This design comes from an exercise in tuning for a short achievable clock period and few clock cycles on the open sky130 flow, not from production work. Function was checked by simulation only, so behaviour that the tests miss may differ from the original. No activity file was given, so power comes from the tool's default toggle rates.

--- design/flow/design.v ---
module predecode(x, pd, oh1, oh2, ohd);
input  [31:0] x;
output [12:0] pd;
output [31:1] oh1, oh2, ohd;
wire [6:0] o = x[6:0];
wire [2:0] f = x[14:12];
wire nz    = (x[11:7] != 5'd0);
wire r     = (o == 7'b0110011);
wire i     = (o == 7'b0010011);
wire lw    = (o == 7'b0000011) && (f == 3'b010);
wire sw    = (o == 7'b0100011) && (f == 3'b010);
wire br    = (o == 7'b1100011) && (f == 3'b000 || f == 3'b001 || f == 3'b100 || f == 3'b101);
wire jal   = (o == 7'b1101111);
wire jalr  = (o == 7'b1100111) && (f == 3'b000);
wire lui   = (o == 7'b0110111);
wire auipc = (o == 7'b0010111);
wire r_ok  = r && ((x[31:25] == 7'h00) || (x[31:25] == 7'h20 && (f == 3'b000 || f == 3'b101)));
wire i_ok  = i && (f != 3'b011) && (f != 3'b001 || x[31:25] == 7'h00)
               && (f != 3'b101 || x[31:25] == 7'h00 || x[31:25] == 7'h20);
assign pd = {nz, r || sw || br, r || i || lw || sw || br || jalr,
             (r_ok || i_ok || jal || jalr || lui || auipc) && nz,
             auipc, lui, jalr, jal, br, sw, lw, i, r};
genvar n;
generate
for (n = 1; n < 32; n = n + 1) begin : oh
  assign oh1[n] = (x[19:15] == n);
  assign oh2[n] = (x[24:20] == n);
  assign ohd[n] = (x[11:7] == n);
end
endgenerate
endmodule
module ALU(a, b, f3, alt, rtype, y);
input  [31:0] a, b;
input  [2:0]  f3;
input         alt, rtype;
output reg [31:0] y;
wire        sub = rtype && alt;
wire [31:0] sum = sub ? (a - b) : (a + b);
wire        lt  = $signed(a) < $signed(b);
wire [31:0] sra = $signed(a) >>> b[4:0];
wire [31:0] srl = a >> b[4:0];
always @* begin
  case (f3)
  3'b000: y = sum;
  3'b001: y = a << b[4:0];
  3'b010: y = {31'd0, lt};
  3'b100: y = a ^ b;
  3'b101: y = alt ? sra : srl;
  3'b110: y = a | b;
  3'b111: y = a & b;
  default: y = {31'd0, lt};
  endcase
end
endmodule
module register_file(clock, sel1, sel2, rd1, rd2, we1, wa1, wd1, we2, wa2, wd2);
input         clock;
input  [31:1] sel1, sel2;
output reg [31:0] rd1, rd2;
input         we1, we2;
input  [31:1] wa1, wa2;        
input  [31:0] wd1, wd2;
reg [31:0] mem [1:31];
integer j;
always @* begin
  rd1 = 32'd0; rd2 = 32'd0;
  for (j = 1; j < 32; j = j + 1) begin
    rd1 = rd1 | ({32{sel1[j]}} & mem[j]);
    rd2 = rd2 | ({32{sel2[j]}} & mem[j]);
  end
end
genvar i;
generate
for (i = 1; i < 32; i = i + 1) begin : regs
  always @(posedge clock) begin
    if (we1 && wa1[i]) mem[i] <= wd1;
    else if (we2 && wa2[i]) mem[i] <= wd2;
  end
end
endgenerate
endmodule
module branch_unit(a, b, f3, taken);
input  [31:0] a, b;
input  [2:0]  f3;
output reg    taken;
wire eq = (a == b);
wire lt = $signed(a) < $signed(b);
always @* begin
  case (f3)
  3'b000: taken = eq;
  3'b001: taken = !eq;
  3'b100: taken = lt;
  default: taken = !lt;
  endcase
end
endmodule
module f2_predict(w, pc2, v2, hit2, np2, pc_e, redirect, f2_jal, np_in, pc_next);
input  [31:0] w, pc2, np2, pc_e;
input         v2, hit2, redirect;
output        f2_jal;
output [31:0] np_in, pc_next;
wire [11:0] imm = w[2] ? {w[20], w[30:21], 1'b0} : {w[7], w[30:25], w[11:8], 1'b0};
wire [11:0] lo  = pc2[11:0] + imm;
wire [31:0] jt  = {pc2[31:12], lo};
wire j4  = !w[31] && (w[30:21] == 10'd2) && !w[20] && (w[19:12] == 8'd0);   
wire isj = (w[6:0] == 7'b1101111) && !j4;
wire isb = (w[6:0] == 7'b1100011) && w[31];
assign f2_jal  = v2 && !hit2 && (isj || isb);
assign np_in   = f2_jal ? jt : np2;
assign pc_next = (f2_jal && !redirect) ? jt : pc_e;
endmodule
module main_proc(clock, reset, imem_addr, imem_rdata, dmem_addr, dmem_wdata, dmem_we, dmem_rdata);
input clock, reset;
output [31:0] imem_addr;
input  [31:0] imem_rdata;
output [31:0] dmem_addr;
output [31:0] dmem_wdata;
output        dmem_we;
input  [31:0] dmem_rdata;
reg [31:0] pc_f;             
reg        v2;               
reg [31:0] pc2;              
reg [31:0] np2;              
reg        hit2;             
reg        vI;               
reg [31:0] ir, pcI, npI;
reg        hitI, hitS;       
reg [31:1] oh1, oh2;         
reg        vS;               
reg [31:0] irS, pcS, npS;
reg        ld1_v, ld2_v;     
reg [4:0]  ld1_rd, ld2_rd;
reg [31:1] ld1_oh, ld2_oh;
reg [31:0] dm_addr, dm_wdata;
reg        dm_we;
reg        sf_v;             
reg [4:0]  sf_rs1;
reg [11:0] sf_imm;
reg [31:0] sf_data;
wire [6:0] op  = ir[6:0];
wire [2:0] f3  = ir[14:12];
wire [4:0] rs1 = ir[19:15];
wire [4:0] rs2 = ir[24:20];
wire [4:0] rd  = ir[11:7];
reg  [12:0] pd;
reg  [31:1] ohd;             
wire d_r     = pd[0];
wire d_i     = pd[1];
wire d_lw    = pd[2];
wire d_sw    = pd[3];
wire d_br    = pd[4];
wire d_jal   = pd[5];
wire d_jalr  = pd[6];
wire d_lui   = pd[7];
wire d_auipc = pd[8];
wire wr_base = pd[9];        
wire use1    = pd[10];
wire use2    = pd[11];
wire rd_nz   = pd[12];
wire fw   = d_lw && sf_v && (rs1 == sf_rs1) && (ir[31:20] == sf_imm);    
wire wr_e = wr_base || (fw && rd_nz);
wire [31:0] imm_i = {{20{ir[31]}}, ir[31:20]};
wire [31:0] imm_s = {{20{ir[31]}}, ir[31:25], ir[11:7]};
wire [31:0] imm_b = {{19{ir[31]}}, ir[31], ir[7], ir[30:25], ir[11:8], 1'b0};
wire [31:0] imm_j = {{11{ir[31]}}, ir[31], ir[19:12], ir[20], ir[30:21], 1'b0};
wire [31:0] imm_u = {ir[31:12], 12'b0};
reg  stall_r;
wire go  = vI && !stall_r;
wire [31:0] a, b;
wire [31:0] res_e;
register_file RF(.clock(clock), .sel1(oh1), .sel2(oh2), .rd1(a), .rd2(b),
                 .we1(go && wr_e), .wa1(ohd), .wd1(res_e),
                 .we2(ld2_v), .wa2(ld2_oh), .wd2(dmem_rdata));
wire [31:0] alu_y;
ALU AL(.a(a), .b(d_r ? b : imm_i), .f3(f3), .alt(ir[30]), .rtype(d_r), .y(alu_y));
wire [31:0] pc4 = pcI + 32'd4;
assign res_e = fw ? sf_data :
               d_lui ? imm_u :
               d_auipc ? (pcI + imm_u) :
               (d_jal || d_jalr) ? pc4 : alu_y;
wire taken;
branch_unit BU(.a(a), .b(b), .f3(f3), .taken(taken));
wire [31:0] br_t   = pcI + imm_b;
wire [31:0] jal_t  = pcI + imm_j;
wire [31:0] jalr_t = (a + imm_i) & ~32'd1;
wire ok_seq  = (pc4 == npI);
wire ok_br   = (br_t == npI);
wire ok_jal  = (jal_t == npI);
wire np_ok = d_jal ? ok_jal : (d_br && taken) ? ok_br : ok_seq;
wire redirect = go && (d_jalr || !np_ok);    
wire jump = d_jal || (d_br && taken);
wire [31:0] target = d_jalr ? jalr_t : d_jal ? jal_t : (d_br && taken) ? br_t : pc4;
localparam NB = 8;
reg          bt_v [0:NB-1];
reg  [9:0]   bt_tag [0:NB-1];
reg  [31:0]  bt_tgt [0:NB-1];
reg  [2:0]   bt_ptr;
reg          f_hit;
reg  [31:0]  f_tgt;
reg          e_hit;
reg  [2:0]   e_idx;
integer k;
always @* begin
  f_hit = 1'b0; f_tgt = 32'd0; e_hit = 1'b0; e_idx = 3'd0;
  for (k = 0; k < NB; k = k + 1) begin
    if (bt_v[k] && bt_tag[k] == pc_f[11:2]) begin f_hit = 1'b1; f_tgt = f_tgt | bt_tgt[k]; end
    if (bt_v[k] && bt_tag[k] == pcI[11:2]) begin e_hit = 1'b1; e_idx = k; end
  end
end
wire [31:0] f_next = f_hit ? f_tgt : (pc_f + 32'd4);
wire [31:0] w      = imem_rdata;
wire        f2_jal;
wire [31:0] np_in, pc_next;
wire [31:0] pc_keep  = issue ? f_next : pc_f;
wire        redir_t  = go && d_br && !ok_br;
wire        redir_n  = go && (d_jalr || (d_jal && !ok_jal) || (!d_jal && !ok_seq));
wire [31:0] pc_t     = redir_t ? br_t : pc_keep;
wire [31:0] pc_n     = !redir_n ? pc_keep : d_jalr ? jalr_t : d_jal ? jal_t : pc4;
wire        br_tk    = d_br && taken;
wire [31:0] pc_e     = br_tk ? pc_t : pc_n;
f2_predict FP(.w(w), .pc2(pc2), .v2(v2), .hit2(hit2), .np2(np2), .pc_e(pc_e), .redirect(redirect),
              .f2_jal(f2_jal), .np_in(np_in), .pc_next(pc_next));
reg         bu_v, bu_hit;
reg  [2:0]  bu_idx;
reg  [9:0]  bu_tag;
reg  [31:0] bu_tgt;
wire [2:0]  bt_wi = bu_hit ? bu_idx : bt_ptr;
always @(posedge clock) begin
  bu_hit <= e_hit; bu_idx <= e_idx; bu_tag <= pcI[11:2]; bu_tgt <= target;
  if (reset) begin
    bu_v <= 1'b0;
    bt_ptr <= 3'd0;
    for (k = 0; k < NB; k = k + 1) bt_v[k] <= 1'b0;
  end else begin
    bu_v <= go && jump && (redirect || !hitI);
    if (bu_v) begin
      bt_v[bt_wi] <= 1'b1;
      if (!bu_hit) bt_ptr <= bt_ptr + 3'd1;
    end
  end
  if (bu_v) begin bt_tag[bt_wi] <= bu_tag; bt_tgt[bt_wi] <= bu_tgt; end
end
wire [31:0] ls_addr = a + (d_sw ? imm_s : imm_i);
function hazard;
  input [31:0] x;
  input l1v; input [4:0] l1rd; input l2v; input [4:0] l2rd;
  reg [6:0] o;
  reg u1, u2;
  begin
    o = x[6:0];
    u1 = (o == 7'b0110011) || (o == 7'b0010011) || (o == 7'b0000011) || (o == 7'b0100011)
      || (o == 7'b1100011) || (o == 7'b1100111);
    u2 = (o == 7'b0110011) || (o == 7'b0100011) || (o == 7'b1100011);
    hazard = (u1 && x[19:15] != 5'd0 && ((l1v && x[19:15] == l1rd) || (l2v && x[19:15] == l2rd)))
          || (u2 && x[24:20] != 5'd0 && ((l1v && x[24:20] == l1rd) || (l2v && x[24:20] == l2rd)));
  end
endfunction
wire [1:0] occ = {1'b0, vI} + {1'b0, vS} + {1'b0, v2} - {1'b0, go};
wire issue = (occ <= 2'd1);
wire [12:0] nx_pd;
wire [31:1] nx_oh1, nx_oh2, nx_ohd;
predecode PDX(.x(vS ? irS : w), .pd(nx_pd), .oh1(nx_oh1), .oh2(nx_oh2), .ohd(nx_ohd));
wire       nl1_v  = go && d_lw && !fw && rd_nz;
wire       nl2_v  = ld1_v && !(go && wr_e && rd == ld1_rd);
wire       hz_ir  = hazard(ir,  nl1_v, rd, nl2_v, ld1_rd);
wire       hz_s   = hazard(irS, nl1_v, rd, nl2_v, ld1_rd);
wire       hz_w   = hazard(w,   nl1_v, rd, nl2_v, ld1_rd);
always @(posedge clock) begin
  if (reset) begin
    pc_f <= 32'd0; v2 <= 1'b0; vI <= 1'b0; vS <= 1'b0;
    ld1_v <= 1'b0; ld2_v <= 1'b0; dm_we <= 1'b0; sf_v <= 1'b0; stall_r <= 1'b0;
  end else begin
    v2 <= issue && !redirect && !f2_jal;
    pc_f <= pc_next;
    if (vS) begin
      if (go) vS <= v2 && !redirect;
      vI <= !redirect;
    end else if (vI && !go) begin
      vS <= v2 && !redirect;
      vI <= !redirect;
    end else begin
      vI <= v2 && !redirect;
    end
    dm_we  <= go && d_sw;
    ld1_v  <= nl1_v;
    stall_r <= vS ? (go ? hz_s : hz_ir) : (vI && !go) ? hz_ir : hz_w;
    if (go && d_sw) sf_v <= 1'b1;
    else if (go && (wr_e || d_lw) && rd == sf_rs1) sf_v <= 1'b0;
    ld2_v  <= nl2_v;
  end
end
always @(posedge clock) begin
  pc2 <= pc_f;
  np2 <= f_next;
  hit2 <= f_hit;
  if (vS) begin
    if (go) begin
      ir <= irS; pcI <= pcS; npI <= npS; oh1 <= nx_oh1; oh2 <= nx_oh2;
      pd <= nx_pd; ohd <= nx_ohd; hitI <= hitS;
      irS <= imem_rdata; pcS <= pc2; npS <= np_in; hitS <= hit2;
    end
  end else if (vI && !go) begin
    irS <= imem_rdata; pcS <= pc2; npS <= np_in; hitS <= hit2;
  end else begin
    ir <= imem_rdata; pcI <= pc2; npI <= np_in; oh1 <= nx_oh1; oh2 <= nx_oh2;
    pd <= nx_pd; ohd <= nx_ohd; hitI <= hit2;
  end
  dm_addr  <= (go && (d_sw || d_lw)) ? ls_addr : 32'd0;
  dm_wdata <= (go && d_sw) ? b : 32'd0;
  if (go && d_sw) begin sf_rs1 <= rs1; sf_imm <= {ir[31:25], ir[11:7]}; sf_data <= b; end
  ld1_rd <= rd;
  ld2_rd <= ld1_rd;
  ld1_oh <= ohd;
  ld2_oh <= ld1_oh;
end
assign imem_addr  = pc_f;
assign dmem_addr  = dm_addr;
assign dmem_wdata = dm_wdata;
assign dmem_we    = dm_we;
endmodule
--- design/flow/flow/run.sh ---
#!/bin/bash
# The standard ORFS layout (the standard.sh; the standard synthesis is unchanged) with:
#  - repair_timing aiming for more setup slack than the 23 ns constraint alone asks for,
#  - port buffers made with buf_4 rather than the delay cell buffer_ports picks by default,
#  - resizing free to change a cell's footprint.
# All output goes to standard_flow.log in the work folder (ORFS's own logs are under orfs/logs).
set -euo pipefail
bash standard.sh \
  SETUP_SLACK_MARGIN=17.5 TNS_END_PERCENT=20 MATCH_CELL_FOOTPRINT=0 \
  "BUFFER_PORTS_ARGS=-buffer_cell sky130_fd_sc_hd__buf_4" \
  finish > standard_flow.log 2>&1
--- design/flow/standard.sh ---
#!/bin/bash
# synth_recipe.tcl (not shown) runs the flow's synth.tcl, then flattens the netlist and writes it again
# the make line also repeats each setting of config.mk as NAME=value (left out here)
make -C /OpenROAD-flow-scripts/flow DESIGN_CONFIG=/design/flow/config.mk WORK_HOME=/design/flow/orfs CLKGATE_MAP_FILE= SYNTH_SCRIPT=/design/flow/synth_recipe.tcl "${@:-finish}"
--- design/flow/config.mk ---
export PLATFORM = sky130hd
export DESIGN_NAME = main_proc
export DESIGN_NICKNAME = main_proc
export VERILOG_FILES = /design/flow/design.v
export SDC_FILE = /design/flow/constraint.sdc
export NUM_CORES = 4
export LEC_CHECK = 0
export ABC_CLOCK_PERIOD_IN_PS = 4000
export CAP_MARGIN = 20
export CORE_MARGIN = 2
export CORE_UTILIZATION = 30
export PLACE_DENSITY = 0.45
export SLEW_MARGIN = 20
--- design/flow/constraint.sdc ---
create_clock -name core_clock -period 23.0 [get_ports {clock}]
set_input_delay 4.6000 -clock core_clock [delete_from_list [all_inputs] [get_ports {clock}]]
set_output_delay 4.6000 -clock core_clock [all_outputs]
set_load 0.01 [all_outputs]
==> results by group <==
Run status
  – Result of the run: no timing/DRC/antenna violations

Logic synthesis
  – Number of register bits inferred by synthesis: 1968
  – Leading cell types by total area after synthesis: edfxtp_1 45%, a22oi_1 5.7%, dfxtp_1 5.3%
  – Area share of the largest cell type after synthesis: 45.3%
  – Post-Syn Instances: 10815
  – Post-Synthesis Net Count: 11121
  – Fraction of the yosys area taken by sequential cells: 50.6%
  – Number of distinct standard cells referenced by the synthesized netlist: 111
  – Summed instance area of the synthesized netlist: 0.111 sq mm
  – Post-synth EDFFs: 1674
  – Proportion of register bits with asynchronous set or reset after synthesis: 0%
  – Post-synthesis cell type with the largest combined area: edfxtp_1
  – Yosys warns: 5
  – Primary FF master, synth: edfxtp_1
  – Post-synthesis area per instance: 10.3 sq um

Worst setup path
  – List of cells traversed by the critical path: buf_12 -> mux2_4 -> ha_4 -> inv_2 -> fa_2 -> nor2b_2 -> o21ai_2 -> a21boi_2 -> o21ai_2 -> a21oi_2 -> o21ai_1 -> nand2b_1 -> a21o_1 -> a21o_1 -> xnor2_4 -> o21ai_2 -> mux2_4
  – Worst setup EP type: register
  – Slowest cell on crit path: mux2_4
  – Critical setup path kind: primary input to register
  – Max incr delay on CP: 310 ps
  – R2R Path Start: oh2[31]
  – R2R setup slack: 16610 ps
  – Signal arrival time at the worst endpoint: 7150 ps
  – FF-to-FF End: RF.mem[2][24]
  – Data required time at the worst endpoint: 23720 ps
  – Depth of the worst register-to-register path: 23
  – Most frequent CP cell: o21ai_2
  – Startpoint types: primary input
  – Max FO, Critical Path: 4

GRT
  – Total global routing overflow: 0
  – Initial antenna violation count: 57
  – Pin count of the biggest net entering global routing: 83
  – Global-route wire length before repair: 881000 um
  – Vias in the first global route: 96604
  – GRT Overall Usage: 34.4%

Clock network
  – H-tree lvl count: 4
  – Clk pin slew, worst setup/hold paths: 60 ps
  – Num Clock Sinks: 1968
  – Clock tree from TritonCTS: done
  – Clock root buffer master: clkbuf_16
  – CTS max path bufs: 4
  – Total clock buffers created by CTS: 227
  – Latest clock arrival within the worst-skew pair: 1050 ps
  – Hold buffers post-CTS: 0

Finish
  – Final Instance Count excl. Fillers: 16220
  – Finished layout cell area: 0.136 sq mm
  – Area growth from synthesis to layout: 22.7%
  – Final design utilization: 37.0%
  – Final #Nets: 11339
  – Layout cells sized above 1: 21.0%

Place
  – Setup slack at placement: 14980 ps
  – Dpl hpwl: 421000 um
  – Routability congestion estimate: 1.02
  – Cells after DPL: 15313
  – Port Buf Inserts: 162
  – Instance area after placement: 0.118 sq mm

Timing
  – FMAX: 0.155 GHz
  – Worst-case clock skew: 162 ps
  – Part of the cycle the worst path needs: 28.0%
  – Relative max-transition margin: 11.2%
  – Number of setup violations in the final report: 0
  – RSZ-0062 raised after global routing: yes
  – Worst Tran Pin Value: 1330 ps
  – Hold violation total from the final report: 0
  – Time the final worst path needs with I/O delays and setup: 6440 ps
  – Max-slew violation count: 0
  – Setup TNS: 0 ps
  – Setup slack after layout: 16560 ps
  – Worst Hold Margin: 323 ps

Power and ir drop
  – Static Leak: 50.1 nW
  – Power Density: 73.9 mW/mm^2
  – Maximum VDD drop: 0.0720 mV
  – Post-layout power: 10.1 mW

Floorplanning
  – Effective utilization at floorplan: 30.1%
  – Area of the die: 0.375 sq mm
  – Chip height: 612 um
  – Cell Rows: 223
  – Top-level port count: 163
  – Width of the chip: 612 um
  – Core Footprint: 0.369 sq mm

Detailed routing
  – Detailed Route WL: 678000 um
  – Drt via density: 6.50
  – Detailed-route DRC error count: 0
  – Total number of vias: 105410
  – TritonRoute pass-1 iters: 13
  – Iteration-0 DRC count of the detailed router: 18886
  – Remaining antenna violation count after routing: 0
  – Wire length per cell: 41.8 um

Hold path
  – Endpoint of the worst hold-timing path: ld2_oh[16]
  – Tightest Hold Check Type: register to register
  – Hold Path Stages: 0
  – Source of the worst hold timing path: ld1_oh[16]

Flow run
  – Max-cap viol count: 0
-- power by group --
group,internal [mW],total (mW),switching [mW]
Sequential,3.92,4.00,0.0783
Clock,2.12,3.77,1.65
Combinational,0.795,2.29,1.50
Total,6.84,10.1,3.22
-- Yosys cell counts (111+ instances only) --
library cell and n:
edfxtp_1 1674, nand2_1 1319, o21ai_0 929, a22oi_1 838, clkbuf_1 801, nor2_1 608
a21oi_1 446, xnor2_1 313, mux2i_1 312, dfxtp_1 294, mux2_2 293, nand3_1 285
ha_1 232, inv_1 230, xor2_1 200, nand4_1 196, a221oi_1 148, a22o_1 126
o31ai_1 116, nor3_1 111
-- cell families (layout without fill, tap and decap cells) --
kind of cell | after synthesis | count (layout) | synth area share, %
AO/OA/AOI/OAI | 3337 | 3346 | 20.3
XOR/XNOR | 525 | 525 | 4.29
adder cells (fa/ha/maj) | 240 | 240 | 2.76
buffers and inverters | 1223 | 1622 | 4.36
flip-flops | 1968 | 1968 | 50.6
multiplexers | 606 | 606 | 5.81
other | 0 | 41 | 0
AND/OR/NAND/NOR | 2916 | 2922 | 11.9
-- placed cells by master (no fill, tap or decap), types with 107 or more instances in the layout --
cell type and instances:
a21oi_1 398, a22oi_1 827, a22o_1 126, ha_1 197
buf_6 107, mux2_2 264, xnor2_1 303, inv_1 197
o21ai_0 724, xor2_1 197, buf_12 117, buf_4 648
edfxtp_1 1674, dfxtp_1 268, nand2_1 1252, clkbuf_16 277
nand3_1 280, mux2i_1 306, nand4_1 196, nor2_1 575
a221oi_1 133, o21ai_2 171
-- per-layer routing --
| layer | vias up | wire length [um] | global-route usage (%) |
|---|---|---|---|
| met5 | - | 1650 | 1.59 |
| met4 | 44 | 56200 | 22.6 |
| met3 | 2705 | 86700 | 12.0 |
| met2 | 8731 | 282000 | 50.6 |
| met1 | 52295 | 251000 | 42.3 |
| li1 | 41635 | - | - |
-- how the worst max path moves through the flow --
stage / slack (ps) / depth (start not counted) / startpoint / endpoint
after global placement: 15050 / 22 / oh2[27] / RF.mem[14][28]
after floorplan: 15800 / 17 / imem_rdata[2] / npI[11]
after detailed placement: 14980 / 20 / oh2[3] / RF.mem[29][28]
after CTS: 16480 / 14 / ir[31] / RF.mem[4][4]
final: 16560 / 17 / imem_rdata[2] / npI[11]
after global routing: 16460 / 17 / imem_rdata[2] / npI[11]
-- area by class of cell --
class	instances	area, sq um
Inverter	237	968
Clock buffer	299	6300
Antenna cell	41	103
Clock inverter	126	1270
Timing Repair Buffer	960	10400
Fill cell	36129	232000
Tap cell	4950	6190
Sequential cell	1968	56200
Multi-Input combinational cell	7639	54700
-- what timing repair did --
action,CTS,global route
hold endpoints to repair,0,0
buffers inserted,184,187
gates resized for setup,718,658
endpoints found under the setup margin,1670,1858
pin swaps,244,257
cloned,37,27
-- worst max-delay path, delay by kind of cell --
kind	cells	cell delay, ps
AO/OA/AOI/OAI	8	1110
XOR/XNOR	1	220
adder cells (fa/ha/maj)	2	370
buffers and inverters	2	160
multiplexers	2	570
AND/OR/NAND/NOR	2	140
-- registers in the layout, indices dropped and copies added, names as in the netlist, 32 cells and up --
register / count
npS: 32
pc2: 32
ir: 32
irS: 32
bt_tgt: 256
bu_tgt: 32
RF.mem: 992
dm_addr: 32
pcI: 32
pcS: 32
npI: 32
bt_tag: 80
np2: 32
sf_data: 32
pc_f: 32
dm_wdata: 32
Testbench counts, summed over its fixed seeds: cycles 32,562.

## what the ideal ports hide
No port has a modelled driver above. Below, the same layout with a new extraction and two added sets of constraints. Step 1 assumes that a clkbuf_16 drives the clock port and a buf_2 every other input. Step 2 moves the port delays by t, midway between the first and last clock arrival at a register: inputs arrive t later, outputs are due t later. That takes back most of the time a late clock gives input paths. a / b / c = no drivers / after step 1 / after step 2; a / b = the first two.
t (ns): 1.084
slack for setup (ns): 16.564 / 16.542 / 15.458
hold slack, ns: 0.323 / 0.323 / 0.323
worst setup path after step 2: input to register
pins driven straight from the clock port: 1
After both steps this run still meets setup and hold. The setup slack of this run moves by -0.022 ns with the drivers and by -1.106 ns with both steps.
